What follows belongs to an exercise in optimizing a design on an open flow for small area and a short achievable clock period; a production flow would make more cautious choices.
No functional check of the RTL was part of any run shown here.
No driver is modelled on the clock port, so clocking that relies on it looks cheaper here than on a real chip.

## flow/design.v

```verilog
module mac_fa (input a, input b, input c, output s, output co);
  assign s  = a ^ b ^ c;
  assign co = (a & b) | (a & c) | (b & c);
endmodule
module mac_ha (input a, input b, output s, output co);
  assign s  = a ^ b;
  assign co = a & b;
endmodule
module mac_x2 (input a, input b, output y);
  assign y = a ^ b;
endmodule
module mac_mj (input a, input b, input c, output y);
  assign y = (a & b) | (a & c) | (b & c);
endmodule
module mac_ffa (input a, input b, input c, output s, output co);
  wire t;
  mac_x2 ux1 (a, b, t);
  mac_x2 ux2 (t, c, s);
  mac_mj umj (a, b, c, co);
endmodule
module mac_pe_in (
  input             clk,
  input             finish,
  input      [15:0] i_up,
  input      [15:0] i_left,
  output reg [15:0] o_down,
  output reg [15:0] o_right,
  output reg [15:0] o_result
);
  reg  [15:0] sum;        
  wire [15:0] op_u = i_up;
  wire [15:0] op_l = i_left;
  wire [15:0] acc_n = ~(sum & {16{~finish}});
  wire [15:0] pp_n [0:15];
  genvar gi, gj;
  generate for (gi = 0; gi < 16; gi = gi + 1) begin : ppi
    for (gj = 0; gj < 16; gj = gj + 1) begin : ppj
      assign pp_n[gi][gj] = ~(op_u[gi] & op_l[gj]);
    end
  end endgenerate
  wire s1, c2;
  mac_fa us1 (pp_n[0][2], pp_n[1][1], pp_n[2][0], s1, c2);
  wire s3, c4;
  mac_fa us3 (pp_n[0][3], pp_n[1][2], pp_n[2][1], s3, c4);
  wire s5, c6;
  mac_fa us5 (pp_n[3][0], c2, 1'b1, s5, c6);
  wire s7, c8;
  mac_fa us7 (pp_n[0][4], pp_n[1][3], pp_n[2][2], s7, c8);
  wire s9, c10;
  mac_fa us9 (pp_n[3][1], pp_n[4][0], c4, s9, c10);
  wire s11, c12;
  mac_fa us11 (s7, c6, s9, s11, c12);
  wire s13, c14;
  mac_fa us13 (pp_n[0][5], pp_n[1][4], pp_n[2][3], s13, c14);
  wire s15, c16;
  mac_fa us15 (pp_n[3][2], pp_n[4][1], pp_n[5][0], s15, c16);
  wire s17, c18;
  mac_fa us17 (c8, s13, s15, s17, c18);
  wire s19, c20;
  mac_fa us19 (c10, s17, 1'b1, s19, c20);
  wire s21, c22;
  mac_fa us21 (pp_n[0][6], pp_n[1][5], pp_n[2][4], s21, c22);
  wire s23, c24;
  mac_fa us23 (pp_n[3][3], pp_n[4][2], pp_n[5][1], s23, c24);
  wire s25, c26;
  mac_fa us25 (pp_n[6][0], c14, c16, s25, c26);
  wire s27, c28;
  mac_fa us27 (s21, s23, c18, s27, c28);
  wire s29, c30;
  mac_fa us29 (s25, s27, c20, s29, c30);
  wire s31, c32;
  mac_fa us31 (pp_n[0][7], pp_n[1][6], pp_n[2][5], s31, c32);
  wire s33, c34;
  mac_fa us33 (pp_n[3][4], pp_n[4][3], pp_n[5][2], s33, c34);
  wire s35, c36;
  mac_fa us35 (pp_n[6][1], pp_n[7][0], c22, s35, c36);
  wire s37, c38;
  mac_fa us37 (c24, s31, s33, s37, c38);
  wire s39, c40;
  mac_fa us39 (c26, s35, s37, s39, c40);
  wire s41, c42;
  mac_fa us41 (c28, s39, 1'b1, s41, c42);
  wire s43, c44;
  mac_fa us43 (pp_n[0][8], pp_n[1][7], pp_n[2][6], s43, c44);
  wire s45, c46;
  mac_fa us45 (pp_n[3][5], pp_n[4][4], pp_n[5][3], s45, c46);
  wire s47, c48;
  mac_fa us47 (pp_n[6][2], pp_n[7][1], pp_n[8][0], s47, c48);
  wire s49, c50;
  mac_fa us49 (c32, c34, s43, s49, c50);
  wire s51, c52;
  mac_fa us51 (s45, s47, c36, s51, c52);
  wire s53, c54;
  mac_fa us53 (c38, s49, s51, s53, c54);
  wire s55, c56;
  mac_fa us55 (c40, s53, acc_n[0], s55, c56);
  wire s57, c58;
  mac_fa us57 (pp_n[0][9], pp_n[1][8], pp_n[2][7], s57, c58);
  wire s59, c60;
  mac_fa us59 (pp_n[3][6], pp_n[4][5], pp_n[5][4], s59, c60);
  wire s61, c62;
  mac_fa us61 (pp_n[6][3], pp_n[7][2], pp_n[8][1], s61, c62);
  wire s63, c64;
  mac_fa us63 (pp_n[9][0], c44, c46, s63, c64);
  wire s65, c66;
  mac_fa us65 (c48, s57, s59, s65, c66);
  wire s67, c68;
  mac_fa us67 (s61, c50, s63, s67, c68);
  wire s69, c70;
  mac_fa us69 (s65, c52, s67, s69, c70);
  wire s71, c72;
  mac_fa us71 (c54, acc_n[1], s69, s71, c72);
  wire s73, c74;
  mac_fa us73 (pp_n[0][10], pp_n[1][9], pp_n[2][8], s73, c74);
  wire s75, c76;
  mac_fa us75 (pp_n[3][7], pp_n[4][6], pp_n[5][5], s75, c76);
  wire s77, c78;
  mac_fa us77 (pp_n[6][4], pp_n[7][3], pp_n[8][2], s77, c78);
  wire s79, c80;
  mac_fa us79 (pp_n[9][1], pp_n[10][0], c58, s79, c80);
  wire s81, c82;
  mac_fa us81 (c60, c62, s73, s81, c82);
  wire s83, c84;
  mac_fa us83 (s75, s77, c64, s83, c84);
  wire s85, c86;
  mac_fa us85 (s79, c66, s81, s85, c86);
  wire s87, c88;
  mac_fa us87 (c68, s83, s85, s87, c88);
  wire s89, c90;
  mac_fa us89 (c70, acc_n[2], s87, s89, c90);
  wire s91, c92;
  mac_fa us91 (pp_n[0][11], pp_n[1][10], pp_n[2][9], s91, c92);
  wire s93, c94;
  mac_fa us93 (pp_n[3][8], pp_n[4][7], pp_n[5][6], s93, c94);
  wire s95, c96;
  mac_fa us95 (pp_n[6][5], pp_n[7][4], pp_n[8][3], s95, c96);
  wire s97, c98;
  mac_fa us97 (pp_n[9][2], pp_n[10][1], pp_n[11][0], s97, c98);
  wire s99, c100;
  mac_fa us99 (c74, c76, c78, s99, c100);
  wire s101, c102;
  mac_fa us101 (s91, s93, s95, s101, c102);
  wire s103, c104;
  mac_fa us103 (s97, c80, c82, s103, c104);
  wire s105, c106;
  mac_fa us105 (s99, s101, c84, s105, c106);
  wire s107, c108;
  mac_fa us107 (s103, c86, s105, s107, c108);
  wire s109, c110;
  mac_fa us109 (acc_n[3], c88, s107, s109, c110);
  wire s111, c112;
  mac_fa us111 (pp_n[0][12], pp_n[1][11], pp_n[2][10], s111, c112);
  wire s113, c114;
  mac_fa us113 (pp_n[3][9], pp_n[4][8], pp_n[5][7], s113, c114);
  wire s115, c116;
  mac_fa us115 (pp_n[6][6], pp_n[7][5], pp_n[8][4], s115, c116);
  wire s117, c118;
  mac_fa us117 (pp_n[9][3], pp_n[10][2], pp_n[11][1], s117, c118);
  wire s119, c120;
  mac_fa us119 (pp_n[12][0], c92, c94, s119, c120);
  wire s121, c122;
  mac_fa us121 (c96, c98, s111, s121, c122);
  wire s123, c124;
  mac_fa us123 (s113, s115, s117, s123, c124);
  wire s125, c126;
  mac_fa us125 (c100, s119, c102, s125, c126);
  wire s127, c128;
  mac_fa us127 (s121, s123, c104, s127, c128);
  wire s129, c130;
  mac_fa us129 (s125, c106, s127, s129, c130);
  wire s131, c132;
  mac_fa us131 (acc_n[4], c108, s129, s131, c132);
  wire s133, c134;
  mac_fa us133 (pp_n[0][13], pp_n[1][12], pp_n[2][11], s133, c134);
  wire s135, c136;
  mac_fa us135 (pp_n[3][10], pp_n[4][9], pp_n[5][8], s135, c136);
  wire s137, c138;
  mac_fa us137 (pp_n[6][7], pp_n[7][6], pp_n[8][5], s137, c138);
  wire s139, c140;
  mac_fa us139 (pp_n[9][4], pp_n[10][3], pp_n[11][2], s139, c140);
  wire s141, c142;
  mac_fa us141 (pp_n[12][1], pp_n[13][0], c112, s141, c142);
  wire s143, c144;
  mac_fa us143 (c114, c116, c118, s143, c144);
  wire s145, c146;
  mac_fa us145 (s133, s135, s137, s145, c146);
  wire s147, c148;
  mac_fa us147 (s139, c120, c122, s147, c148);
  wire s149, c150;
  mac_fa us149 (s141, c124, s143, s149, c150);
  wire s151, c152;
  mac_fa us151 (s145, c126, s147, s151, c152);
  wire s153, c154;
  mac_fa us153 (s149, c128, acc_n[5], s153, c154);
  wire s155, c156;
  mac_fa us155 (s151, c130, s153, s155, c156);
  wire s157, c158;
  mac_fa us157 (pp_n[0][14], pp_n[1][13], pp_n[2][12], s157, c158);
  wire s159, c160;
  mac_fa us159 (pp_n[3][11], pp_n[4][10], pp_n[5][9], s159, c160);
  wire s161, c162;
  mac_fa us161 (pp_n[6][8], pp_n[7][7], pp_n[8][6], s161, c162);
  wire s163, c164;
  mac_fa us163 (pp_n[9][5], pp_n[10][4], pp_n[11][3], s163, c164);
  wire s165, c166;
  mac_fa us165 (pp_n[12][2], pp_n[13][1], pp_n[14][0], s165, c166);
  wire s167, c168;
  mac_fa us167 (c134, c136, c138, s167, c168);
  wire s169, c170;
  mac_fa us169 (c140, s157, s159, s169, c170);
  wire s171, c172;
  mac_fa us171 (s161, s163, s165, s171, c172);
  wire s173, c174;
  mac_fa us173 (c142, c144, c146, s173, c174);
  wire s175, c176;
  mac_fa us175 (s167, s169, s171, s175, c176);
  wire s177, c178;
  mac_fa us177 (c148, c150, s173, s177, c178);
  wire s179, c180;
  mac_fa us179 (s175, c152, acc_n[6], s179, c180);
  wire s181, c182;
  mac_fa us181 (s177, c154, s179, s181, c182);
  wire s183, c184;
  mac_fa us183 (pp_n[0][15], pp_n[1][14], pp_n[2][13], s183, c184);
  wire s185, c186;
  mac_fa us185 (pp_n[3][12], pp_n[4][11], pp_n[5][10], s185, c186);
  wire s187, c188;
  mac_fa us187 (pp_n[6][9], pp_n[7][8], pp_n[8][7], s187, c188);
  wire s189, c190;
  mac_fa us189 (pp_n[9][6], pp_n[10][5], pp_n[11][4], s189, c190);
  wire s191, c192;
  mac_fa us191 (pp_n[12][3], pp_n[13][2], pp_n[14][1], s191, c192);
  wire s193, c194;
  mac_fa us193 (pp_n[15][0], c158, c160, s193, c194);
  wire s195, c196;
  mac_fa us195 (c162, c164, c166, s195, c196);
  wire s197, c198;
  mac_fa us197 (s183, s185, s187, s197, c198);
  wire s199, c200;
  mac_fa us199 (s189, s191, c168, s199, c200);
  wire s201, c202;
  mac_fa us201 (c170, s193, c172, s201, c202);
  wire s203, c204;
  mac_fa us203 (s195, s197, c174, s203, c204);
  wire s205, c206;
  mac_fa us205 (s199, c176, s201, s205, c206);
  wire s207, c208;
  mac_fa us207 (c178, s203, acc_n[7], s207, c208);
  wire s209, c210;
  mac_fa us209 (s205, c180, s207, s209, c210);
  wire s211, c212;
  mac_fa us211 (pp_n[1][15], pp_n[2][14], pp_n[3][13], s211, c212);
  wire s213, c214;
  mac_fa us213 (pp_n[4][12], pp_n[5][11], pp_n[6][10], s213, c214);
  wire s215, c216;
  mac_fa us215 (pp_n[7][9], pp_n[8][8], pp_n[9][7], s215, c216);
  wire s217, c218;
  mac_fa us217 (pp_n[10][6], pp_n[11][5], pp_n[12][4], s217, c218);
  wire s219, c220;
  mac_fa us219 (pp_n[13][3], pp_n[14][2], pp_n[15][1], s219, c220);
  wire s221, c222;
  mac_fa us221 (c184, c186, c188, s221, c222);
  wire s223, c224;
  mac_fa us223 (c190, c192, s211, s223, c224);
  wire s225, c226;
  mac_fa us225 (s213, s215, s217, s225, c226);
  wire s227, c228;
  mac_fa us227 (s219, c194, c196, s227, c228);
  wire s229, c230;
  mac_fa us229 (c198, s221, s223, s229, c230);
  wire s231, c232;
  mac_fa us231 (s225, c200, s227, s231, c232);
  wire s233, c234;
  mac_fa us233 (c202, s229, c204, s233, c234);
  wire s235, c236;
  mac_fa us235 (s231, c206, acc_n[8], s235, c236);
  wire s237, c238;
  mac_fa us237 (s233, c208, s235, s237, c238);
  wire s239, c240;
  mac_fa us239 (pp_n[2][15], pp_n[3][14], pp_n[4][13], s239, c240);
  wire s241, c242;
  mac_fa us241 (pp_n[5][12], pp_n[6][11], pp_n[7][10], s241, c242);
  wire s243, c244;
  mac_fa us243 (pp_n[8][9], pp_n[9][8], pp_n[10][7], s243, c244);
  wire s245, c246;
  mac_fa us245 (pp_n[11][6], pp_n[12][5], pp_n[13][4], s245, c246);
  wire s247, c248;
  mac_fa us247 (pp_n[14][3], pp_n[15][2], c212, s247, c248);
  wire s249, c250;
  mac_fa us249 (c214, c216, c218, s249, c250);
  wire s251, c252;
  mac_fa us251 (c220, s239, s241, s251, c252);
  wire s253, c254;
  mac_fa us253 (s243, s245, c222, s253, c254);
  wire s255, c256;
  mac_fa us255 (c224, s247, c226, s255, c256);
  wire s257, c258;
  mac_fa us257 (s249, s251, c228, s257, c258);
  wire s259, c260;
  mac_fa us259 (s253, c230, s255, s259, c260);
  wire s261, c262;
  mac_fa us261 (c232, s257, acc_n[9], s261, c262);
  wire s263, c264;
  mac_fa us263 (s259, c234, c236, s263, c264);
  wire s265, c266;
  mac_fa us265 (s261, c238, s263, s265, c266);
  wire s267, c268;
  mac_fa us267 (pp_n[3][15], pp_n[4][14], pp_n[5][13], s267, c268);
  wire s269, c270;
  mac_fa us269 (pp_n[6][12], pp_n[7][11], pp_n[8][10], s269, c270);
  wire s271, c272;
  mac_fa us271 (pp_n[9][9], pp_n[10][8], pp_n[11][7], s271, c272);
  wire s273, c274;
  mac_fa us273 (pp_n[12][6], pp_n[13][5], pp_n[14][4], s273, c274);
  wire s275, c276;
  mac_fa us275 (pp_n[15][3], c240, c242, s275, c276);
  wire s277, c278;
  mac_fa us277 (c244, c246, s267, s277, c278);
  wire s279, c280;
  mac_fa us279 (s269, s271, s273, s279, c280);
  wire s281, c282;
  mac_fa us281 (c248, c250, c252, s281, c282);
  wire s283, c284;
  mac_fa us283 (s275, s277, s279, s283, c284);
  wire s285, c286;
  mac_fa us285 (c254, c256, s281, s285, c286);
  wire s287, c288;
  mac_fa us287 (s283, c258, c260, s287, c288);
  wire s289, c290;
  mac_fa us289 (acc_n[10], s285, c262, s289, c290);
  wire s291, c292;
  mac_fa us291 (s287, c264, s289, s291, c292);
  wire s293, c294;
  mac_fa us293 (pp_n[4][15], pp_n[5][14], pp_n[6][13], s293, c294);
  wire s295, c296;
  mac_fa us295 (pp_n[7][12], pp_n[8][11], pp_n[9][10], s295, c296);
  wire s297, c298;
  mac_fa us297 (pp_n[10][9], pp_n[11][8], pp_n[12][7], s297, c298);
  wire s299, c300;
  mac_fa us299 (pp_n[13][6], pp_n[14][5], pp_n[15][4], s299, c300);
  wire s301, c302;
  mac_fa us301 (c268, c270, c272, s301, c302);
  wire s303, c304;
  mac_fa us303 (c274, s293, s295, s303, c304);
  wire s305, c306;
  mac_fa us305 (s297, s299, c276, s305, c306);
  wire s307, c308;
  mac_fa us307 (c278, c280, s301, s307, c308);
  wire s309, c310;
  mac_fa us309 (s303, c282, s305, s309, c310);
  wire s311, c312;
  mac_fa us311 (c284, s307, c286, s311, c312);
  wire s313, c314;
  mac_fa us313 (s309, acc_n[11], c288, s313, c314);
  wire s315, c316;
  mac_fa us315 (s311, c290, s313, s315, c316);
  wire s317, c318;
  mac_fa us317 (pp_n[5][15], pp_n[6][14], pp_n[7][13], s317, c318);
  wire s319, c320;
  mac_fa us319 (pp_n[8][12], pp_n[9][11], pp_n[10][10], s319, c320);
  wire s321, c322;
  mac_fa us321 (pp_n[11][9], pp_n[12][8], pp_n[13][7], s321, c322);
  wire s323, c324;
  mac_fa us323 (pp_n[14][6], pp_n[15][5], c294, s323, c324);
  wire s325, c326;
  mac_fa us325 (c296, c298, c300, s325, c326);
  wire s327, c328;
  mac_fa us327 (s317, s319, s321, s327, c328);
  wire s329, c330;
  mac_fa us329 (c302, s323, c304, s329, c330);
  wire s331, c332;
  mac_fa us331 (s325, s327, c306, s331, c332);
  wire s333, c334;
  mac_fa us333 (c308, s329, s331, s333, c334);
  wire s335, c336;
  mac_fa us335 (c310, acc_n[12], c312, s335, c336);
  wire s337, c338;
  mac_fa us337 (s333, c314, s335, s337, c338);
  wire s339, c340;
  mac_fa us339 (pp_n[6][15], pp_n[7][14], pp_n[8][13], s339, c340);
  wire s341, c342;
  mac_fa us341 (pp_n[9][12], pp_n[10][11], pp_n[11][10], s341, c342);
  wire s343, c344;
  mac_fa us343 (pp_n[12][9], pp_n[13][8], pp_n[14][7], s343, c344);
  wire s345, c346;
  mac_fa us345 (pp_n[15][6], c318, c320, s345, c346);
  wire s347, c348;
  mac_fa us347 (c322, s339, s341, s347, c348);
  wire s349, c350;
  mac_fa us349 (s343, c324, c326, s349, c350);
  wire s351, c352;
  mac_fa us351 (s345, c328, s347, s351, c352);
  wire s353, c354;
  mac_fa us353 (c330, s349, s351, s353, c354);
  wire s355, c356;
  mac_fa us355 (c332, acc_n[13], s353, s355, c356);
  wire s357, c358;
  mac_fa us357 (c334, s355, c336, s357, c358);
  wire s359, c360;
  mac_fa us359 (pp_n[7][15], pp_n[8][14], pp_n[9][13], s359, c360);
  wire s361, c362;
  mac_fa us361 (pp_n[10][12], pp_n[11][11], pp_n[12][10], s361, c362);
  wire s363, c364;
  mac_fa us363 (pp_n[13][9], pp_n[14][8], pp_n[15][7], s363, c364);
  wire s365, c366;
  mac_fa us365 (c340, c342, c344, s365, c366);
  wire s367, c368;
  mac_fa us367 (s359, s361, s363, s367, c368);
  wire s369, c370;
  mac_fa us369 (c346, c348, s365, s369, c370);
  wire s371, c372;
  mac_fa us371 (s367, c350, c352, s371, c372);
  wire s373, c374;
  mac_fa us373 (s369, acc_n[14], c354, s373, c374);
  wire s375, c376;
  mac_fa us375 (s371, c356, s373, s375, c376);
  wire s377, c378;
  mac_fa us377 (pp_n[8][15], pp_n[9][14], pp_n[10][13], s377, c378);
  wire s379, c380;
  mac_fa us379 (pp_n[11][12], pp_n[12][11], pp_n[13][10], s379, c380);
  wire s381, c382;
  mac_fa us381 (pp_n[14][9], pp_n[15][8], c360, s381, c382);
  wire s383, c384;
  mac_fa us383 (c362, c364, s377, s383, c384);
  wire s385, c386;
  mac_fa us385 (s379, c366, s381, s385, c386);
  wire s387, c388;
  mac_fa us387 (c368, s383, c370, s387, c388);
  wire s389, c390;
  mac_fa us389 (s385, c372, s387, s389, c390);
  wire s391, c392;
  mac_fa us391 (acc_n[15], c374, s389, s391, c392);
  wire [23:0] row_x_n = {c376, s375, s357, c316, c292, c266, s265, c210, c182, c156, c132, c110, c90, c72, c56, c42, c30, s29, c12, s11, s3, s1, pp_n[0][1], pp_n[0][0]};
  wire [23:0] row_y_n = {s391, c358, c338, s337, s315, s291, 1'b1, s237, s209, s181, s155, s131, s109, s89, s71, s55, s41, 1'b1, s19, 1'b1, s5, 1'b1, pp_n[1][0], 1'b1};
  wire [23:0] tot_n = row_x_n + row_y_n + 1'b1;
  always @(posedge clk) begin
    o_down   <= i_up;
    o_right  <= i_left;
    o_result <= finish ? sum : o_result;
    sum      <= ~tot_n[23:8];
  end
endmodule
module mac_pe_edge (
  input             clk,
  input             finish,
  input      [15:0] i_up,
  input      [15:0] i_left,
  output reg [15:0] o_down,
  output reg [15:0] o_right,
  output reg [15:0] o_result
);
  reg  [15:0] acc_n;      
  wire [15:0] op_u = o_down;
  wire [15:0] op_l = o_right;
  wire [15:0] pp_n [0:15];
  genvar gi, gj;
  generate for (gi = 0; gi < 16; gi = gi + 1) begin : ppi
    for (gj = 0; gj < 16; gj = gj + 1) begin : ppj
      assign pp_n[gi][gj] = ~(op_u[gi] & op_l[gj]);
    end
  end endgenerate
  wire s1, c2;
  mac_fa us1 (pp_n[0][2], pp_n[1][1], pp_n[2][0], s1, c2);
  wire s3, c4;
  mac_fa us3 (pp_n[0][3], pp_n[1][2], pp_n[2][1], s3, c4);
  wire s5, c6;
  mac_fa us5 (pp_n[3][0], c2, 1'b1, s5, c6);
  wire s7, c8;
  mac_fa us7 (pp_n[0][4], pp_n[1][3], pp_n[2][2], s7, c8);
  wire s9, c10;
  mac_fa us9 (pp_n[3][1], pp_n[4][0], c4, s9, c10);
  wire s11, c12;
  mac_fa us11 (s7, c6, s9, s11, c12);
  wire s13, c14;
  mac_fa us13 (pp_n[0][5], pp_n[1][4], pp_n[2][3], s13, c14);
  wire s15, c16;
  mac_fa us15 (pp_n[3][2], pp_n[4][1], pp_n[5][0], s15, c16);
  wire s17, c18;
  mac_fa us17 (c8, s13, s15, s17, c18);
  wire s19, c20;
  mac_fa us19 (c10, s17, 1'b1, s19, c20);
  wire s21, c22;
  mac_fa us21 (pp_n[0][6], pp_n[1][5], pp_n[2][4], s21, c22);
  wire s23, c24;
  mac_fa us23 (pp_n[3][3], pp_n[4][2], pp_n[5][1], s23, c24);
  wire s25, c26;
  mac_fa us25 (pp_n[6][0], c14, c16, s25, c26);
  wire s27, c28;
  mac_fa us27 (s21, s23, c18, s27, c28);
  wire s29, c30;
  mac_fa us29 (s25, s27, c20, s29, c30);
  wire s31, c32;
  mac_fa us31 (pp_n[0][7], pp_n[1][6], pp_n[2][5], s31, c32);
  wire s33, c34;
  mac_fa us33 (pp_n[3][4], pp_n[4][3], pp_n[5][2], s33, c34);
  wire s35, c36;
  mac_fa us35 (pp_n[6][1], pp_n[7][0], c22, s35, c36);
  wire s37, c38;
  mac_fa us37 (c24, s31, s33, s37, c38);
  wire s39, c40;
  mac_fa us39 (c26, s35, s37, s39, c40);
  wire s41, c42;
  mac_fa us41 (c28, s39, 1'b1, s41, c42);
  wire s43, c44;
  mac_fa us43 (pp_n[0][8], pp_n[1][7], pp_n[2][6], s43, c44);
  wire s45, c46;
  mac_fa us45 (pp_n[3][5], pp_n[4][4], pp_n[5][3], s45, c46);
  wire s47, c48;
  mac_fa us47 (pp_n[6][2], pp_n[7][1], pp_n[8][0], s47, c48);
  wire s49, c50;
  mac_fa us49 (c32, c34, s43, s49, c50);
  wire s51, c52;
  mac_fa us51 (s45, s47, acc_n[0], s51, c52);
  wire s53, c54;
  mac_fa us53 (c36, c38, s49, s53, c54);
  wire s55, c56;
  mac_ffa us55 (s51, c40, s53, s55, c56);
  wire s57, c58;
  mac_fa us57 (pp_n[0][9], pp_n[1][8], pp_n[2][7], s57, c58);
  wire s59, c60;
  mac_fa us59 (pp_n[3][6], pp_n[4][5], pp_n[5][4], s59, c60);
  wire s61, c62;
  mac_fa us61 (pp_n[6][3], pp_n[7][2], pp_n[8][1], s61, c62);
  wire s63, c64;
  mac_fa us63 (pp_n[9][0], c44, c46, s63, c64);
  wire s65, c66;
  mac_fa us65 (c48, s57, s59, s65, c66);
  wire s67, c68;
  mac_fa us67 (s61, acc_n[1], c50, s67, c68);
  wire s69, c70;
  mac_fa us69 (s63, s65, c52, s69, c70);
  wire s71, c72;
  mac_ffa us71 (s67, c54, s69, s71, c72);
  wire s73, c74;
  mac_fa us73 (pp_n[0][10], pp_n[1][9], pp_n[2][8], s73, c74);
  wire s75, c76;
  mac_fa us75 (pp_n[3][7], pp_n[4][6], pp_n[5][5], s75, c76);
  wire s77, c78;
  mac_fa us77 (pp_n[6][4], pp_n[7][3], pp_n[8][2], s77, c78);
  wire s79, c80;
  mac_fa us79 (pp_n[9][1], pp_n[10][0], c58, s79, c80);
  wire s81, c82;
  mac_fa us81 (c60, c62, s73, s81, c82);
  wire s83, c84;
  mac_fa us83 (s75, s77, acc_n[2], s83, c84);
  wire s85, c86;
  mac_fa us85 (c64, s79, c66, s85, c86);
  wire s87, c88;
  mac_fa us87 (s81, s83, c68, s87, c88);
  wire s89, c90;
  mac_ffa us89 (s85, c70, s87, s89, c90);
  wire s91, c92;
  mac_fa us91 (pp_n[0][11], pp_n[1][10], pp_n[2][9], s91, c92);
  wire s93, c94;
  mac_fa us93 (pp_n[3][8], pp_n[4][7], pp_n[5][6], s93, c94);
  wire s95, c96;
  mac_fa us95 (pp_n[6][5], pp_n[7][4], pp_n[8][3], s95, c96);
  wire s97, c98;
  mac_fa us97 (pp_n[9][2], pp_n[10][1], pp_n[11][0], s97, c98);
  wire s99, c100;
  mac_fa us99 (c74, c76, c78, s99, c100);
  wire s101, c102;
  mac_fa us101 (s91, s93, s95, s101, c102);
  wire s103, c104;
  mac_fa us103 (s97, acc_n[3], c80, s103, c104);
  wire s105, c106;
  mac_fa us105 (c82, s99, s101, s105, c106);
  wire s107, c108;
  mac_fa us107 (c84, s103, c86, s107, c108);
  wire s109, c110;
  mac_ffa us109 (s105, c88, s107, s109, c110);
  wire s111, c112;
  mac_fa us111 (pp_n[0][12], pp_n[1][11], pp_n[2][10], s111, c112);
  wire s113, c114;
  mac_fa us113 (pp_n[3][9], pp_n[4][8], pp_n[5][7], s113, c114);
  wire s115, c116;
  mac_fa us115 (pp_n[6][6], pp_n[7][5], pp_n[8][4], s115, c116);
  wire s117, c118;
  mac_fa us117 (pp_n[9][3], pp_n[10][2], pp_n[11][1], s117, c118);
  wire s119, c120;
  mac_fa us119 (pp_n[12][0], c92, c94, s119, c120);
  wire s121, c122;
  mac_fa us121 (c96, c98, s111, s121, c122);
  wire s123, c124;
  mac_fa us123 (s113, s115, s117, s123, c124);
  wire s125, c126;
  mac_fa us125 (acc_n[4], c100, s119, s125, c126);
  wire s127, c128;
  mac_fa us127 (c102, s121, s123, s127, c128);
  wire s129, c130;
  mac_fa us129 (c104, s125, c106, s129, c130);
  wire s131, c132;
  mac_ffa us131 (s127, c108, s129, s131, c132);
  wire s133, c134;
  mac_fa us133 (pp_n[0][13], pp_n[1][12], pp_n[2][11], s133, c134);
  wire s135, c136;
  mac_fa us135 (pp_n[3][10], pp_n[4][9], pp_n[5][8], s135, c136);
  wire s137, c138;
  mac_fa us137 (pp_n[6][7], pp_n[7][6], pp_n[8][5], s137, c138);
  wire s139, c140;
  mac_fa us139 (pp_n[9][4], pp_n[10][3], pp_n[11][2], s139, c140);
  wire s141, c142;
  mac_fa us141 (pp_n[12][1], pp_n[13][0], c112, s141, c142);
  wire s143, c144;
  mac_fa us143 (c114, c116, c118, s143, c144);
  wire s145, c146;
  mac_fa us145 (s133, s135, s137, s145, c146);
  wire s147, c148;
  mac_fa us147 (s139, acc_n[5], c120, s147, c148);
  wire s149, c150;
  mac_fa us149 (c122, s141, c124, s149, c150);
  wire s151, c152;
  mac_fa us151 (s143, s145, c126, s151, c152);
  wire s153, c154;
  mac_fa us153 (s147, c128, s149, s153, c154);
  wire s155, c156;
  mac_ffa us155 (s151, c130, s153, s155, c156);
  wire s157, c158;
  mac_fa us157 (pp_n[0][14], pp_n[1][13], pp_n[2][12], s157, c158);
  wire s159, c160;
  mac_fa us159 (pp_n[3][11], pp_n[4][10], pp_n[5][9], s159, c160);
  wire s161, c162;
  mac_fa us161 (pp_n[6][8], pp_n[7][7], pp_n[8][6], s161, c162);
  wire s163, c164;
  mac_fa us163 (pp_n[9][5], pp_n[10][4], pp_n[11][3], s163, c164);
  wire s165, c166;
  mac_fa us165 (pp_n[12][2], pp_n[13][1], pp_n[14][0], s165, c166);
  wire s167, c168;
  mac_fa us167 (c134, c136, c138, s167, c168);
  wire s169, c170;
  mac_fa us169 (c140, s157, s159, s169, c170);
  wire s171, c172;
  mac_fa us171 (s161, s163, s165, s171, c172);
  wire s173, c174;
  mac_fa us173 (acc_n[6], c142, c144, s173, c174);
  wire s175, c176;
  mac_fa us175 (c146, s167, s169, s175, c176);
  wire s177, c178;
  mac_fa us177 (s171, c148, c150, s177, c178);
  wire s179, c180;
  mac_ffa us179 (s173, s175, c152, s179, c180);
  wire s181, c182;
  mac_ffa us181 (s177, c154, s179, s181, c182);
  wire s183, c184;
  mac_fa us183 (pp_n[0][15], pp_n[1][14], pp_n[2][13], s183, c184);
  wire s185, c186;
  mac_fa us185 (pp_n[3][12], pp_n[4][11], pp_n[5][10], s185, c186);
  wire s187, c188;
  mac_fa us187 (pp_n[6][9], pp_n[7][8], pp_n[8][7], s187, c188);
  wire s189, c190;
  mac_fa us189 (pp_n[9][6], pp_n[10][5], pp_n[11][4], s189, c190);
  wire s191, c192;
  mac_fa us191 (pp_n[12][3], pp_n[13][2], pp_n[14][1], s191, c192);
  wire s193, c194;
  mac_fa us193 (pp_n[15][0], c158, c160, s193, c194);
  wire s195, c196;
  mac_fa us195 (c162, c164, c166, s195, c196);
  wire s197, c198;
  mac_fa us197 (s183, s185, s187, s197, c198);
  wire s199, c200;
  mac_fa us199 (s189, s191, acc_n[7], s199, c200);
  wire s201, c202;
  mac_fa us201 (c168, c170, s193, s201, c202);
  wire s203, c204;
  mac_fa us203 (c172, s195, s197, s203, c204);
  wire s205, c206;
  mac_fa us205 (s199, c174, c176, s205, c206);
  wire s207, c208;
  mac_ffa us207 (s201, s203, c178, s207, c208);
  wire s209, c210;
  mac_ffa us209 (s205, s207, c180, s209, c210);
  wire s211, c212;
  mac_fa us211 (pp_n[1][15], pp_n[2][14], pp_n[3][13], s211, c212);
  wire s213, c214;
  mac_fa us213 (pp_n[4][12], pp_n[5][11], pp_n[6][10], s213, c214);
  wire s215, c216;
  mac_fa us215 (pp_n[7][9], pp_n[8][8], pp_n[9][7], s215, c216);
  wire s217, c218;
  mac_fa us217 (pp_n[10][6], pp_n[11][5], pp_n[12][4], s217, c218);
  wire s219, c220;
  mac_fa us219 (pp_n[13][3], pp_n[14][2], pp_n[15][1], s219, c220);
  wire s221, c222;
  mac_fa us221 (c184, c186, c188, s221, c222);
  wire s223, c224;
  mac_fa us223 (c190, c192, s211, s223, c224);
  wire s225, c226;
  mac_fa us225 (s213, s215, s217, s225, c226);
  wire s227, c228;
  mac_fa us227 (s219, acc_n[8], c194, s227, c228);
  wire s229, c230;
  mac_fa us229 (c196, c198, s221, s229, c230);
  wire s231, c232;
  mac_fa us231 (s223, s225, c200, s231, c232);
  wire s233, c234;
  mac_fa us233 (s227, c202, c204, s233, c234);
  wire s235, c236;
  mac_ffa us235 (s229, s231, c206, s235, c236);
  wire s237, c238;
  mac_ffa us237 (s233, s235, c208, s237, c238);
  wire s239, c240;
  mac_fa us239 (pp_n[2][15], pp_n[3][14], pp_n[4][13], s239, c240);
  wire s241, c242;
  mac_fa us241 (pp_n[5][12], pp_n[6][11], pp_n[7][10], s241, c242);
  wire s243, c244;
  mac_fa us243 (pp_n[8][9], pp_n[9][8], pp_n[10][7], s243, c244);
  wire s245, c246;
  mac_fa us245 (pp_n[11][6], pp_n[12][5], pp_n[13][4], s245, c246);
  wire s247, c248;
  mac_fa us247 (pp_n[14][3], pp_n[15][2], c212, s247, c248);
  wire s249, c250;
  mac_fa us249 (c214, c216, c218, s249, c250);
  wire s251, c252;
  mac_fa us251 (c220, s239, s241, s251, c252);
  wire s253, c254;
  mac_fa us253 (s243, s245, acc_n[9], s253, c254);
  wire s255, c256;
  mac_fa us255 (c222, c224, s247, s255, c256);
  wire s257, c258;
  mac_fa us257 (c226, s249, s251, s257, c258);
  wire s259, c260;
  mac_fa us259 (c228, s253, c230, s259, c260);
  wire s261, c262;
  mac_ffa us261 (s255, c232, s257, s261, c262);
  wire s263, c264;
  mac_ffa us263 (c234, s259, s261, s263, c264);
  wire s265, c266;
  mac_fa us265 (c236, s263, 1'b1, s265, c266);
  wire s267, c268;
  mac_fa us267 (pp_n[3][15], pp_n[4][14], pp_n[5][13], s267, c268);
  wire s269, c270;
  mac_fa us269 (pp_n[6][12], pp_n[7][11], pp_n[8][10], s269, c270);
  wire s271, c272;
  mac_fa us271 (pp_n[9][9], pp_n[10][8], pp_n[11][7], s271, c272);
  wire s273, c274;
  mac_fa us273 (pp_n[12][6], pp_n[13][5], pp_n[14][4], s273, c274);
  wire s275, c276;
  mac_fa us275 (pp_n[15][3], c240, c242, s275, c276);
  wire s277, c278;
  mac_fa us277 (c244, c246, s267, s277, c278);
  wire s279, c280;
  mac_fa us279 (s269, s271, s273, s279, c280);
  wire s281, c282;
  mac_fa us281 (acc_n[10], c248, c250, s281, c282);
  wire s283, c284;
  mac_fa us283 (c252, s275, s277, s283, c284);
  wire s285, c286;
  mac_fa us285 (s279, c254, c256, s285, c286);
  wire s287, c288;
  mac_ffa us287 (s281, c258, s283, s287, c288);
  wire s289, c290;
  mac_ffa us289 (c260, s285, s287, s289, c290);
  wire s291, c292;
  mac_ffa us291 (c262, c264, s289, s291, c292);
  wire s293, c294;
  mac_fa us293 (pp_n[4][15], pp_n[5][14], pp_n[6][13], s293, c294);
  wire s295, c296;
  mac_fa us295 (pp_n[7][12], pp_n[8][11], pp_n[9][10], s295, c296);
  wire s297, c298;
  mac_fa us297 (pp_n[10][9], pp_n[11][8], pp_n[12][7], s297, c298);
  wire s299, c300;
  mac_fa us299 (pp_n[13][6], pp_n[14][5], pp_n[15][4], s299, c300);
  wire s301, c302;
  mac_fa us301 (c268, c270, c272, s301, c302);
  wire s303, c304;
  mac_fa us303 (c274, s293, s295, s303, c304);
  wire s305, c306;
  mac_fa us305 (s297, s299, acc_n[11], s305, c306);
  wire s307, c308;
  mac_fa us307 (c276, c278, c280, s307, c308);
  wire s309, c310;
  mac_fa us309 (s301, s303, s305, s309, c310);
  wire s311, c312;
  mac_fa us311 (c282, c284, s307, s311, c312);
  wire s313, c314;
  mac_ffa us313 (c286, s309, c288, s313, c314);
  wire s315, c316;
  mac_ffa us315 (s311, s313, c290, s315, c316);
  wire s317, c318;
  mac_fa us317 (pp_n[5][15], pp_n[6][14], pp_n[7][13], s317, c318);
  wire s319, c320;
  mac_fa us319 (pp_n[8][12], pp_n[9][11], pp_n[10][10], s319, c320);
  wire s321, c322;
  mac_fa us321 (pp_n[11][9], pp_n[12][8], pp_n[13][7], s321, c322);
  wire s323, c324;
  mac_fa us323 (pp_n[14][6], pp_n[15][5], c294, s323, c324);
  wire s325, c326;
  mac_fa us325 (c296, c298, c300, s325, c326);
  wire s327, c328;
  mac_fa us327 (s317, s319, s321, s327, c328);
  wire s329, c330;
  mac_fa us329 (acc_n[12], c302, s323, s329, c330);
  wire s331, c332;
  mac_fa us331 (c304, s325, s327, s331, c332);
  wire s333, c334;
  mac_fa us333 (c306, c308, s329, s333, c334);
  wire s335, c336;
  mac_ffa us335 (s331, c310, c312, s335, c336);
  wire s337, c338;
  mac_ffa us337 (s333, s335, c314, s337, c338);
  wire s339, c340;
  mac_fa us339 (pp_n[6][15], pp_n[7][14], pp_n[8][13], s339, c340);
  wire s341, c342;
  mac_fa us341 (pp_n[9][12], pp_n[10][11], pp_n[11][10], s341, c342);
  wire s343, c344;
  mac_fa us343 (pp_n[12][9], pp_n[13][8], pp_n[14][7], s343, c344);
  wire s345, c346;
  mac_fa us345 (pp_n[15][6], c318, c320, s345, c346);
  wire s347, c348;
  mac_fa us347 (c322, s339, s341, s347, c348);
  wire s349, c350;
  mac_fa us349 (s343, acc_n[13], c324, s349, c350);
  wire s351, c352;
  mac_fa us351 (c326, s345, c328, s351, c352);
  wire s353, c354;
  mac_fa us353 (s347, s349, c330, s353, c354);
  wire s355, c356;
  mac_ffa us355 (c332, s351, c334, s355, c356);
  wire s357, c358;
  mac_ffa us357 (s353, s355, c336, s357, c358);
  wire s359, c360;
  mac_fa us359 (pp_n[7][15], pp_n[8][14], pp_n[9][13], s359, c360);
  wire s361, c362;
  mac_fa us361 (pp_n[10][12], pp_n[11][11], pp_n[12][10], s361, c362);
  wire s363, c364;
  mac_fa us363 (pp_n[13][9], pp_n[14][8], pp_n[15][7], s363, c364);
  wire s365, c366;
  mac_fa us365 (c340, c342, c344, s365, c366);
  wire s367, c368;
  mac_fa us367 (s359, s361, s363, s367, c368);
  wire s369, c370;
  mac_fa us369 (acc_n[14], c346, c348, s369, c370);
  wire s371, c372;
  mac_fa us371 (s365, s367, c350, s371, c372);
  wire s373, c374;
  mac_ffa us373 (c352, s369, s371, s373, c374);
  wire s375, c376;
  mac_ffa us375 (c354, s373, c356, s375, c376);
  wire s377, c378;
  mac_fa us377 (pp_n[8][15], pp_n[9][14], pp_n[10][13], s377, c378);
  wire s379, c380;
  mac_fa us379 (pp_n[11][12], pp_n[12][11], pp_n[13][10], s379, c380);
  wire s381, c382;
  mac_fa us381 (pp_n[14][9], pp_n[15][8], c360, s381, c382);
  wire s383, c384;
  mac_fa us383 (c362, c364, s377, s383, c384);
  wire s385, c386;
  mac_fa us385 (s379, acc_n[15], c366, s385, c386);
  wire s387, c388;
  mac_fa us387 (s381, c368, s383, s387, c388);
  wire s389, c390;
  mac_ffa us389 (c370, s385, s387, s389, c390);
  wire s391, c392;
  mac_ffa us391 (c372, s389, c374, s391, c392);
  wire [23:0] row_x_n = {s391, s375, s357, s337, s315, s291, c238, c210, c182, s181, s155, c110, s109, c72, s71, s55, c30, s29, c12, s11, s3, s1, pp_n[0][1], pp_n[0][0]};
  wire [23:0] row_y_n = {c376, c358, c338, c316, c292, c266, s265, s237, s209, c156, c132, s131, c90, s89, c56, c42, s41, 1'b1, s19, 1'b1, s5, 1'b1, pp_n[1][0], 1'b1};
  wire [23:0] tot_n = row_x_n + row_y_n + 1'b1;
  always @(posedge clk) begin
    o_down   <= i_up;
    o_right  <= i_left;
    o_result <= finish ? ~tot_n[23:8] : o_result;
    acc_n    <= finish ? 16'hffff : tot_n[23:8];
  end
endmodule
module single_kernel #(
  parameter SIZE = 8,
  parameter DATA_WIDTH = 16
) (
  input clk,
  input [SIZE*SIZE-1:0] finish,
  input [SIZE*DATA_WIDTH-1:0] in_up,
  input [SIZE*DATA_WIDTH-1:0] in_left,
  output [SIZE*DATA_WIDTH-1:0] pass_down,
  output [SIZE*DATA_WIDTH-1:0] pass_right,
  output [SIZE*SIZE*DATA_WIDTH-1:0] out_matrix,
  output [SIZE*DATA_WIDTH-1:0] out_diagonal
);
  wire [SIZE*SIZE*16-1:0] d, r;
  genvar i, j;
  generate
    for (i = 0; i < SIZE; i = i + 1) begin : row
      for (j = 0; j < SIZE; j = j + 1) begin : col
        if (i == SIZE-1 || j == SIZE-1) begin : edge_pe
          mac_pe_edge pe (
            .clk     (clk),
            .finish  (finish[i*SIZE + j]),
            .i_up    (i == SIZE-1 ? in_up  [16*j +: 16] : d[16*((i+1)*SIZE + j) +: 16]),
            .i_left  (j == SIZE-1 ? in_left[16*i +: 16] : r[16*(i*SIZE + j + 1) +: 16]),
            .o_down  (d[16*(i*SIZE + j) +: 16]),
            .o_right (r[16*(i*SIZE + j) +: 16]),
            .o_result(out_matrix[16*(i*SIZE + j) +: 16]));
        end else begin : inner_pe
          mac_pe_in pe (
            .clk     (clk),
            .finish  (finish[i*SIZE + j]),
            .i_up    (d[16*((i+1)*SIZE + j) +: 16]),
            .i_left  (r[16*(i*SIZE + j + 1) +: 16]),
            .o_down  (d[16*(i*SIZE + j) +: 16]),
            .o_right (r[16*(i*SIZE + j) +: 16]),
            .o_result(out_matrix[16*(i*SIZE + j) +: 16]));
        end
      end
      assign pass_down   [16*i +: 16] = d[16*i +: 16];
      assign pass_right  [16*i +: 16] = r[16*(i*SIZE) +: 16];
      assign out_diagonal[16*i +: 16] = out_matrix[16*(i*SIZE + i) +: 16];
    end
  endgenerate
endmodule
```

## flow/flow/run.sh

```bash
#!/bin/bash
# Own layout flow: the standard synthesis and layout, with
#  - each port placed on the die's edge next to the PE it belongs to
#    (flow/pre_io.tcl);
#  - port buffers of a faster cell than the default, the output ones moved
#    next to the registers that drive them (flow/pre_resize.tcl);
#  - hold repair with 0.1 ns of margin, and timing repair aimed at a 4.55 ns
#    period (the clock stays 11 ns), with the later clock branches modelled
#    as ideal latency until clock tree synthesis (flow/pre_floorplan.tcl).
# Each step's full output goes to a log of its own in this folder.
set -euo pipefail
here=$(pwd)
bash standard.sh synth > log_synth.txt 2>&1
bash standard.sh \
  PRE_FLOORPLAN_TCL="$here/flow/pre_floorplan.tcl" \
  PRE_IO_PLACEMENT_TCL="$here/flow/pre_io.tcl" \
  PRE_RESIZE_TCL="$here/flow/pre_resize.tcl" \
  PRE_CTS_TCL="$here/flow/pre_cts.tcl" \
  CTS_ARGS="-sink_clustering_enable -repair_clock_nets -no_insertion_delay -clk_nets {clk_op clk_late_in clk_late_edge}" \
  BUFFER_PORTS_ARGS="-buffer_cell sky130_fd_sc_hd__buf_2" \
  SETUP_SLACK_MARGIN=6.45 \
  HOLD_SLACK_MARGIN=0.1 \
  finish > log_layout.txt 2>&1
```

## flow/flow/clock_groups.tcl

```tcl
# Clock branches: {name pattern ideal-latency-ns {buffer chain}}. A register
# goes to the first group whose pattern matches its name; the others are on
# clk_op, behind op_chain.
set op_chain {sky130_fd_sc_hd__clkbuf_16}
set clock_groups {
  {clk_late_in {inner_pe.pe.sum} 1.3
    {sky130_fd_sc_hd__clkdlybuf4s50_1 sky130_fd_sc_hd__clkdlybuf4s50_1 sky130_fd_sc_hd__clkdlybuf4s25_1 sky130_fd_sc_hd__clkbuf_16}}
  {clk_late_edge {edge_pe.pe.(acc_n|o_result)} 0.55
    {sky130_fd_sc_hd__clkdlybuf4s50_1 sky130_fd_sc_hd__clkbuf_16}}
}
```

## flow/flow/pre_cts.tcl

```tcl
# Before clock tree synthesis: split the clock into branches, one per group
# in flow/clock_groups.tcl. A register goes to the first group whose pattern
# matches its name; the rest go to clk_op. Each branch starts in the middle
# of the core, from the clock port's net, behind its own chain of buffers,
# and clock tree synthesis then builds one tree per branch. The later
# branches clock registers that take a multiply-add result later than the
# operand registers that feed that logic: useful skew between registers
# inside the design.
source [file join [file dirname [info script]] clock_groups.tcl]
set block [ord::get_db_block]
set db [ord::get_db]
set clk_net [[$block findBTerm clk] getNet]
set core [$block getCoreArea]
set cx [expr {([$core xMin] + [$core xMax]) / 2}]
set cy [expr {([$core yMin] + [$core yMax]) / 2}]

proc add_chain {block db from cells name x y} {
  set prev $from
  set i 0
  foreach cell $cells {
    set inst [odb::dbInst_create $block [$db findMaster $cell] ${name}_buf_$i]
    if {$i == [llength $cells] - 1} {
      set net [odb::dbNet_create $block $name]
    } else {
      set net [odb::dbNet_create $block ${name}_$i]
    }
    $net setSigType CLOCK
    [$inst findITerm A] connect $prev
    [$inst findITerm X] connect $net
    $inst setLocation [expr {$x + 4000 * $i}] $y
    $inst setPlacementStatus PLACED
    set prev $net
    incr i
  }
  return $prev
}

# sort the register clock pins into the groups
set pins(clk_op) {}
foreach g $clock_groups { set pins([lindex $g 0]) {} }
foreach inst [$block getInsts] {
  set it [$inst findITerm CLK]
  if {$it eq "NULL" || [$it getNet] ne $clk_net} { continue }
  set grp clk_op
  foreach g $clock_groups {
    if {[regexp [lindex $g 1] [$inst getName]]} { set grp [lindex $g 0]; break }
  }
  $it disconnect
  lappend pins($grp) $it
  if {$grp ne "clk_op"} {
    # the ideal latency set before floorplanning (flow/pre_floorplan.tcl)
    # goes: from here on the clock is the real one
    unset_clock_latency [get_pins -of_objects [get_cells [$inst getName]] -filter "direction == input && is_clock"]
  }
}
set y [expr {$cy - 8000}]
set net [add_chain $block $db $clk_net $op_chain clk_op $cx $y]
foreach it $pins(clk_op) { $it connect $net }
puts "clock branch clk_op: [llength $pins(clk_op)] registers behind $op_chain"
set nets {clk_op}
foreach g $clock_groups {
  lassign $g name re lat chain
  set y [expr {$y + 8000}]
  set net [add_chain $block $db $clk_net $chain $name $cx $y]
  foreach it $pins($name) { $it connect $net }
  lappend nets $name
  puts "clock branch $name: [llength $pins($name)] registers behind $chain"
}
```

## flow/flow/pre_floorplan.tcl

```tcl
# Before the first timing repair: model the later clock branches that
# flow/pre_cts.tcl builds as ideal clock latency on their registers, so that
# repairs before clock tree synthesis see the paths as they will be. Clock
# tree synthesis replaces it with the real, propagated clock.
source [file join [file dirname [info script]] clock_groups.tcl]
set late 0
foreach inst [[ord::get_db_block] getInsts] {
  foreach g $clock_groups {
    if {[regexp [lindex $g 1] [$inst getName]]} {
      set_clock_latency [lindex $g 2] [get_pins -of_objects [get_cells [$inst getName]] -filter "direction == input && is_clock"]
      incr late
      break
    }
  }
}
puts "ideal clock latency on $late register clock pins"
```

## flow/flow/pre_io.tcl

```tcl
namespace eval pio {
  set die [[ord::get_db_block] getDieArea]
  set dw [expr {[$die xMax] / 1000.0}]
  set dh [expr {[$die yMax] / 1000.0}]
  set n 8
  set m 10.0   ;# keep clear of the corners (um)
}

proc pio::span {lo hi len} {
  return "[format %.1f $lo]-[format %.1f $hi]"
}

# x range of column c and y range of row r, in um
proc pio::colx {c} {
  variable dw; variable n; variable m
  set w [expr {($dw - 2*$m) / $n}]
  set i [expr {$n - 1 - $c}]
  return [list [expr {$m + $i*$w}] [expr {$m + ($i+1)*$w}]]
}
proc pio::rowy {r} {
  variable dh; variable n; variable m
  set h [expr {($dh - 2*$m) / $n}]
  return [list [expr {$m + $r*$h}] [expr {$m + ($r+1)*$h}]]
}

proc pio::lane {bus k} {
  set l {}
  for {set b 0} {$b < 16} {incr b} { lappend l "$bus\[[expr {16*$k + $b}]\]" }
  return $l
}

set n $pio::n
for {set k 0} {$k < $n} {incr k} {
  lassign [pio::colx $k] x0 x1
  lassign [pio::rowy $k] y0 y1
  set_io_pin_constraint -pin_names [pio::lane in_up $k] -region "top:[pio::span $x0 $x1 0]"
  set_io_pin_constraint -pin_names [pio::lane pass_down $k] -region "bottom:[pio::span $x0 $x1 0]"
  set_io_pin_constraint -pin_names [pio::lane in_left $k] -region "left:[pio::span $y0 $y1 0]"
  set_io_pin_constraint -pin_names [pio::lane pass_right $k] -region "right:[pio::span $y0 $y1 0]"
}
for {set r 0} {$r < $n} {incr r} {
  for {set c 0} {$c < $n} {incr c} {
    set p [expr {$n*$r + $c}]
    set pins [pio::lane out_matrix $p]
    if {$r == $c} { set pins [concat $pins [pio::lane out_diagonal $r]] }
    lappend pins "finish\[$p\]"
    # distances to the edges, in PEs
    set d [list [list top [expr {$n - 1 - $r}]] [list bottom $r] [list left [expr {$n - 1 - $c}]] [list right $c]]
    set best [lindex [lsort -integer -index 1 $d] 0]
    set edge [lindex $best 0]
    if {$edge eq "top" || $edge eq "bottom"} {
      lassign [pio::colx $c] a0 a1
    } else {
      lassign [pio::rowy $r] a0 a1
    }
    set_io_pin_constraint -pin_names $pins -region "$edge:[pio::span $a0 $a1 0]"
  }
}
puts "pin regions set for the 8x8 array"
```

## flow/flow/pre_resize.tcl

```tcl
# After global placement: move each output port's buffer next to the cell
# that drives it, so that the long wire to the port at the die's edge is
# driven by the buffer rather than by a register.
set block [ord::get_db_block]
set n 0
foreach bterm [$block getBTerms] {
  if {[$bterm getIoType] ne "OUTPUT"} { continue }
  set net [$bterm getNet]
  if {$net eq "NULL"} { continue }
  set buf ""
  foreach it [$net getITerms] {
    if {[$it isOutputSignal]} { set buf [$it getInst] }
  }
  if {$buf eq ""} { continue }
  set a [$buf findITerm A]
  if {$a eq "NULL" || [$a getNet] eq "NULL"} { continue }
  set drv ""
  foreach it [[$a getNet] getITerms] {
    if {[$it isOutputSignal]} { set drv [$it getInst] }
  }
  if {$drv eq ""} { continue }
  set loc [$drv getLocation]
  $buf setLocation [lindex $loc 0] [lindex $loc 1]
  incr n
}
puts "output port buffers moved next to their drivers: $n"
```

## flow/standard.sh

```bash
#!/bin/bash
# synth_recipe.tcl (not shown) runs the flow's synth.tcl, then flattens the netlist and writes it again
# the make line also repeats each setting of config.mk as NAME=value (left out here)
make -C /OpenROAD-flow-scripts/flow DESIGN_CONFIG=/design/flow/config.mk WORK_HOME=/design/flow/orfs CLKGATE_MAP_FILE= SYNTH_SCRIPT=/design/flow/synth_recipe.tcl "${@:-finish}"
```

## flow/config.mk

```make
export PLATFORM = sky130hd
export DESIGN_NAME = single_kernel
export DESIGN_NICKNAME = single_kernel
export VERILOG_FILES = /design/flow/design.v
export SDC_FILE = /design/flow/constraint.sdc
export NUM_CORES = 8
export LEC_CHECK = 0
export CAP_MARGIN = 20
export CORE_MARGIN = 2
export CORE_UTILIZATION = 58
export SETUP_SLACK_MARGIN = 5
export SLEW_MARGIN = 20
export SYNTH_HIERARCHICAL = 1
export SYNTH_MINIMUM_KEEP_SIZE = 0
```

## flow/constraint.sdc

```tcl
create_clock -name core_clock -period 11.0 [get_ports {clk}]
set_input_delay 2.2000 -clock core_clock [delete_from_list [all_inputs] [get_ports {clk}]]
set_output_delay 2.2000 -clock core_clock [all_outputs]
set_load 0.01 [all_outputs]
```

==> flow_summary.toml, run 1 <==
[status]
outcome = "finished clean"

[timing]
post-route-period-util_pct = 42.8
tightest_slew_ns = 1.18
final.setup_skew_ns = 1.22
finalSetupTns_ns = 0
period_needed_ns = 4.70
fmax_ghz = 0.213
holdWs_ns = 0.0535
maxSlewViolCount = 0
max_slew_margin_pct = 20.8
rsz0062_at_grt = "true"
hold_viol_final = 0
setup_violations = 0

[global_routing]
overflow = 0
track_usage_pct = 38.9
antenna_found_initial = 79
grt_start_max_net_pins = 34
grt_pass1_vias = 397833
grt_pass1_wl_mm = 2480

[placement]
port_buffers = 1728
gp_congestion = 0.930
place_hpwl_mm = 1120

[worst_setup_path]
cp.arrival_ns = 6.04
cp_num_buf_inv = 4
cpPeakStageDelay_ns = 0.65
start_kind = "flip-flop"
path_max_fanout = 6
cp_slowest_cell = "fa_2"
required_ns = 12.34
cp_top_family = "adder cells"
r2r_start = "row[4].col[7].edge_pe.pe.o_right[9]"
rrSetupSlack_ns = 6.30
criticalPathCategory = "flip-flop to flip-flop"
cp-end-kind = "flip-flop"
path_cells = "buf_12 > buf_12 > buf_4 > buf_6 > nand2_4 > fa_1 > fa_2 > fa_2 > xor2_2 > xor2_2 > xor2_1 > xor2_1 > ha_4 > a21oi_4 > o221ai_2 > a221oi_2 > o221ai_2 > xnor2_2"
crit_start = "row[4].col[7].edge_pe.pe.o_right[9]"

[yosys]
synth_area_um2 = 485000
avgSynthCellArea_um2 = 10.7
synth_cells = 45138
yosys_warnings = 8

[routing]
wirelength_mm = 1660
viasPerCell = 6.23
first_pass_iters = 9
antenna_left = 0
num_vias = 361556
wl_per_cell_um = 28.6
drc = 0
drtIter0Drc = 34225

[clock_tree]
clkLatencyLatePin_ns = 2.37
cts_tree = "built"
path_clk_slew_ns = 0.07
clock-sinks = 4096

[min_path]
min_from = "row[2].col[4].inner_pe.pe.o_right[0]"
min_path_type = "flip-flop to flip-flop"

[layout]
multi_input_area_um2 = 385000
seqCellArea_um2 = 97200
fill_cells = 63582
area_delta_synth_final_pct = 13.9
layout-drive-gt1-share_pct = 18.1
nNetsFinal = 59895

[die]
start_util_pct = 58.2
die_y_um = 918
rows = 335
dieArea_um2 = 843000
core_um2 = 833000
die_x_um = 918
io_pins = 1729

[flow_run]
maxCapViolCount = 0
[placed cells by master, fill, tap and decap left out, types with 166 or more instances in the layout]
cell,instances
a211oi_1,202
a21o_1,301
a21oi_1,652
buf_12,353
buf_2,1728
buf_4,1256
bufbuf_16,166
clkbuf_16,638
conb_1,207
dfxtp_1,1393
dfxtp_2,541
dfxtp_4,1138
dlygate4sd3_1,205
edfxtp_1,1024
fa_1,11744
fa_2,395
ha_1,929
inv_1,310
maj3_2,375
nand2_1,15371
nand2b_1,912
nand3_1,234
nand4_1,188
nor2_1,633
nor3_1,192
o21ai_0,562
xnor2_1,240
xor2_1,1196
[state kept, by name, indices dropped and copies added (netlist names)]
| register | flops |
|---|---|
| row.col.edge_pe.pe.o_result | 240 |
| row.col.edge_pe.pe.o_right | 240 |
| row.col.inner_pe.pe.o_right | 784 |
| row.col.inner_pe.pe.sum | 784 |
| row.col.inner_pe.pe.o_result | 784 |
| row.col.edge_pe.pe.o_down | 240 |
| row.col.edge_pe.pe.acc_n | 240 |
| row.col.inner_pe.pe.o_down | 784 |
[path summary, 6_finish.rpt]
path,endpoint,cells after the start
max,row[4].col[7].edge_pe.pe.o_result[15],18
min reg2reg,row[2].col[3].inner_pe.pe.sum[0],5
max reg2reg,row[4].col[7].edge_pe.pe.o_result[15],18
min,row[2].col[3].inner_pe.pe.sum[0],5
[per-layer routing]
| metal | up-vias | wire [um] | track usage [%] |
|---|---|---|---|
| met2 | 22510 | 750000 | 59.5 |
| met3 | 5929 | 183000 | 11.9 |
| met4 | 62 | 147000 | 27.5 |
| met1 | 188789 | 575000 | 47.2 |
| li1 | 144266 | - | - |
| met5 | - | 895 | 0.432 |
[per-stage QoR]
stage | util, % | setup slack [ns] | cells | cell area, um2
2_1_floorplan | - | 6.45 | 45281 | 486000
3_3_place_gp | 59.7 | 5.72 | 55070 | 497000
3_5_place_dp | 59.7 | 5.55 | 55070 | 497000
4_1_cts | 64.8 | 6.40 | 57338 | 540000
5_1_grt | 66.3 | 6.22 | 57957 | 552000
6_report | 66.3 | 6.30 | 57992 | 552000
[what timing repair did]
action | CTS | global route
pin swaps | 197 | 548
gates cloned | 175 | 35
setup buffers | 852 | 530
setup endpoints to repair | 684 | 509
resized for setup | 3001 | 1943
hold buffers | 176 | 29
endpoints found under the hold margin | 116 | 33
[worst register-to-register path: cells and delay by family (launching register included)]
kind	cells	cell delay, ns
adder cells (fa/ha/maj)	4	2.03
buffers and inverters	4	0.48
AND/OR/NAND/NOR	1	0.04
XOR/XNOR	5	1.09
AO/OA/AOI/OAI	4	0.75
flip-flops	1	0.43
[cell type report, clock buffers not listed]
cell class / instances / area share, %
diodes: 60 / 0.0272
plain buffers: 7 / 0.0208
clock inverters: 330 / 0.727
inverters: 316 / 0.215
multi-input cells: 37519 / 69.7
flip-flops and latches: 4096 / 17.6
well taps: 11121 / 2.52
repair buffers: 3815 / 6.25
==> run 2: changes to the inputs <==
--- a/flow/design.v
+++ b/flow/design.v
@@ -440,7 +440,10 @@
     sum      <= ~tot_n[23:8];
   end
 endmodule
-module mac_pe_edge (
+module mac_pe_edge #(
+  parameter COPY_U = 0,    
+  parameter COPY_L = 0     
+) (
   input             clk,
   input             finish,
   input      [15:0] i_up,
@@ -450,8 +453,23 @@
   output reg [15:0] o_result
 );
   reg  [15:0] acc_n;      
-  wire [15:0] op_u = o_down;
-  wire [15:0] op_l = o_right;
+  wire [15:0] op_u, op_l;
+  generate
+    if (COPY_U) begin : cu
+      reg [15:0] u_copy;
+      always @(posedge clk) u_copy <= i_up;
+      assign op_u = u_copy;
+    end else begin : nu
+      assign op_u = o_down;
+    end
+    if (COPY_L) begin : cl
+      reg [15:0] l_copy;
+      always @(posedge clk) l_copy <= i_left;
+      assign op_l = l_copy;
+    end else begin : nl
+      assign op_l = o_right;
+    end
+  endgenerate
   wire [15:0] pp_n [0:15];
   genvar gi, gj;
   generate for (gi = 0; gi < 16; gi = gi + 1) begin : ppi
@@ -880,7 +898,7 @@
     for (i = 0; i < SIZE; i = i + 1) begin : row
       for (j = 0; j < SIZE; j = j + 1) begin : col
         if (i == SIZE-1 || j == SIZE-1) begin : edge_pe
-          mac_pe_edge pe (
+          mac_pe_edge #(.COPY_U(i == 0), .COPY_L(j == 0)) pe (
             .clk     (clk),
             .finish  (finish[i*SIZE + j]),
             .i_up    (i == SIZE-1 ? in_up  [16*j +: 16] : d[16*((i+1)*SIZE + j) +: 16]),
--- a/flow/flow/run.sh
+++ b/flow/flow/run.sh
@@ -4,7 +4,7 @@
 #    (flow/pre_io.tcl);
 #  - port buffers of a faster cell than the default, the output ones moved
 #    next to the registers that drive them (flow/pre_resize.tcl);
-#  - hold repair with 0.1 ns of margin, and timing repair aimed at a 4.55 ns
+#  - hold repair with 0.1 ns of margin, and timing repair aimed at a 4.6 ns
 #    period (the clock stays 11 ns), with the later clock branches modelled
 #    as ideal latency until clock tree synthesis (flow/pre_floorplan.tcl).
 # Each step's full output goes to a log of its own in this folder.
@@ -18,6 +18,6 @@
   PRE_CTS_TCL="$here/flow/pre_cts.tcl" \
   CTS_ARGS="-sink_clustering_enable -repair_clock_nets -no_insertion_delay -clk_nets {clk_op clk_late_in clk_late_edge}" \
   BUFFER_PORTS_ARGS="-buffer_cell sky130_fd_sc_hd__buf_2" \
-  SETUP_SLACK_MARGIN=6.45 \
+  SETUP_SLACK_MARGIN=6.4 \
   HOLD_SLACK_MARGIN=0.1 \
   finish > log_layout.txt 2>&1
--- a/flow/flow/clock_groups.tcl
+++ b/flow/flow/clock_groups.tcl
@@ -5,6 +5,6 @@
 set clock_groups {
   {clk_late_in {inner_pe.pe.sum} 1.3
     {sky130_fd_sc_hd__clkdlybuf4s50_1 sky130_fd_sc_hd__clkdlybuf4s50_1 sky130_fd_sc_hd__clkdlybuf4s25_1 sky130_fd_sc_hd__clkbuf_16}}
-  {clk_late_edge {edge_pe.pe.(acc_n|o_result)} 0.55
-    {sky130_fd_sc_hd__clkdlybuf4s50_1 sky130_fd_sc_hd__clkbuf_16}}
+  {clk_late_edge {edge_pe.pe.(acc_n|o_result)} 0.65
+    {sky130_fd_sc_hd__clkdlybuf4s50_1 sky130_fd_sc_hd__clkdlybuf4s15_1 sky130_fd_sc_hd__clkbuf_16}}
 }
==> run 2 against run 1 <==
Net effect:
- critical path depth shrank 2
- register-to-register slack better by 0.06 ns
- synthesized cell count barely moved
- cell area is 2.5% lower
- routed wire length is 0.93% lower
- clock skew fell by 0.024 ns
- global-route usage fell by 0.75 points
- sequential cell count unchanged
- synthesized area hardly changed
- highest routed layer unchanged
- still clean on timing, DRC and antenna
- first-iteration DRC count decreased by 4.8%
==> flow_summary.toml, run 2 <==
[routing]
first_pass_iters = 9
wl_per_cell_um = 28.7
drtIter0Drc = 32576
viasPerCell = 6.22
antenna_left = 0
num_vias = 356403
drc = 0
wirelength_mm = 1640

[timing]
rsz0062_at_grt = "true"
hold_viol_final = 0
fmax_ghz = 0.216
final.setup_skew_ns = 1.19
maxSlewViolCount = 0
period_needed_ns = 4.64
max_slew_margin_pct = 19.4
post-route-period-util_pct = 42.2
setup_ws_ns = 6.36
tightest_slew_ns = 1.20
finalSetupTns_ns = 0
setup_violations = 0
holdWs_ns = 0.0711

[global_routing]
antenna_found_initial = 54
grt_pass1_wl_mm = 2430
overflow = 0
grt_use_met2_pct = 58.8
track_usage_pct = 38.1
grt_start_max_net_pins = 34
met3_usage_pct = 10.7
use_met1_pct = 47.0
grt_pass1_vias = 390910
grt-busiest-layer = "met2"

[layout]
final_common_cell = "nand2_1"
nNetsFinal = 59198
layout_common_cells = "15467 x nand2_1, 11984 x fa_1, 1695 x buf_2"
final_cells = 57266
area_delta_synth_final_pct = 11.1
fin_area_um2 = 539000
fill_cells = 65047
layout-drive-gt1-share_pct = 15.0
final_util_pct = 64.7

[worst_setup_path]
cp_top_family = "adder cells"
r2r_cells = 16
cp.depth = 16
crit_top_cell = "fa_1"
cp.arrival_ns = 6.11
required_ns = 12.47
path_cells = "buf_12 > buf_4 > nand2_1 > fa_1 > fa_1 > fa_1 > fa_1 > maj3_2 > maj3_2 > ha_2 > a21oi_2 > o21ai_1 > nand3_1 > a31oi_1 > a211oi_2 > xor2_1"
cp_slowest_cell = "fa_1"
cpPeakStageDelay_ns = 0.49
criticalPathCategory = "flip-flop to flip-flop"
cp-end-kind = "flip-flop"
path_max_fanout = 7
cp_num_buf_inv = 2
start_kind = "flip-flop"

[yosys]
avgSynthCellArea_um2 = 10.7
synth_cells = 45151
synth_area_um2 = 485000
yosys_warnings = 10

[flow_run]
maxCapViolCount = 0

[die]
dieArea_um2 = 843000
die_y_um = 918
start_util_pct = 58.2
rows = 335
die_x_um = 918
io_pins = 1729
core_um2 = 832000

[min_path]
worstHoldPathCells = 5
min_path_type = "flip-flop to flip-flop"

[placement]
pre_cts_slack_ns = 5.46
placed_cells = 55104
place_hpwl_mm = 1130
gp_congestion = 0.937
post_dp_cell_area_um2 = 497000
port_buffers = 1728

[clock_tree]
clkLatencyLatePin_ns = 2.39
clock-sinks = 4096
cts_tree = "built"
path_clk_slew_ns = 0.06

[status]
outcome = "finished clean"
-- run 2: repair_timing --
item,CTS,global route
buffers inserted,151,518
cloned,77,97
endpoints found under the setup margin,592,465
pin swaps,37,155
resized for setup,2111,1584
hold buffers,165,57
endpoints found under the hold margin,117,57
-- run 2: worst paths after layout --
kind,slack [ns],from,end
setup / recovery,6.36,row[3].col[7].edge_pe.pe.o_right[11],row[3].col[7].edge_pe.pe.o_result[13]
hold / removal,0.07,row[5].col[6].inner_pe.pe.o_right[1],row[5].col[5].inner_pe.pe.sum[2]
setup reg to reg,6.36,row[3].col[7].edge_pe.pe.o_right[11],row[3].col[7].edge_pe.pe.o_result[13]
hold reg to reg,0.07,row[5].col[6].inner_pe.pe.o_right[1],row[5].col[5].inner_pe.pe.sum[2]
-- run 2: routing by layer --
metal  vias to the layer above  wire length (um)
met4                        28            138000
met5                         -               224
met3                      5143            179000
met2                     21855            745000
met1                    186622            578000
li1                     142755                 -
-- run 2: layout make-up, clock buffers not listed --
type / instances / area (um2) / area share, %
antenna: 42 / 105 / 0.0195
buffer: 8 / 125 / 0.0232
clock inverter: 321 / 3820 / 0.708
inverter: 303 / 1140 / 0.211
multi-input combinational: 37584 / 381000 / 70.7
sequential: 4096 / 96400 / 17.9
tap: 11121 / 13900 / 2.58
timing repair buffer: 3065 / 26300 / 4.88
-- run 2: worst register-to-register path, stage by stage, from the launching register on --
cell      delay [ns]
dfxtp_4         0.43
buf_12          0.16
buf_4           0.13
nand2_1         0.08
fa_1            0.45
fa_1            0.49
fa_1            0.42
fa_1            0.43
maj3_2          0.35
maj3_2          0.32
ha_2            0.39
a21oi_2         0.29
o21ai_1         0.24
nand3_1         0.15
a31oi_1         0.10
a211oi_2        0.32
xor2_1          0.11

-- static timing again, ports no longer ideal --
The results above use ideal ports. As a check the final layouts listed here were re-extracted and re-timed, cells and wires unchanged. Step 1: set_driving_cell puts a clkbuf_16 on clk and a buf_2 on each other input, an assumption about the parent block. Step 2, shift: input delay + t, output delay - t, t = (earliest + latest rising clock arrival at the registers) / 2. This alone moves slack from input paths to output paths. Slacks: ideal ports / drivers / drivers and shift; pairs: ideal ports / drivers.
run | t, ns | slack for setup (ns) | hold WS [ns] | clock arrival spread, ns
run 1 | 1.965 | 6.296 / 6.291 / 5.479 | 0.054 / 0.059 / 0.059 | 1.245 / 1.240
run 2 | 1.953 | 6.360 / 6.238 / 5.426 | 0.071 / 0.076 / 0.076 | 1.226 / 1.222
In run 1 and run 2 the clock reaches the registers at very different times; t lies between them, and the last value is a rough guide only. The setup slack of run 2, which loses most, moves by -0.122 ns with the drivers and by -0.934 ns with both steps.
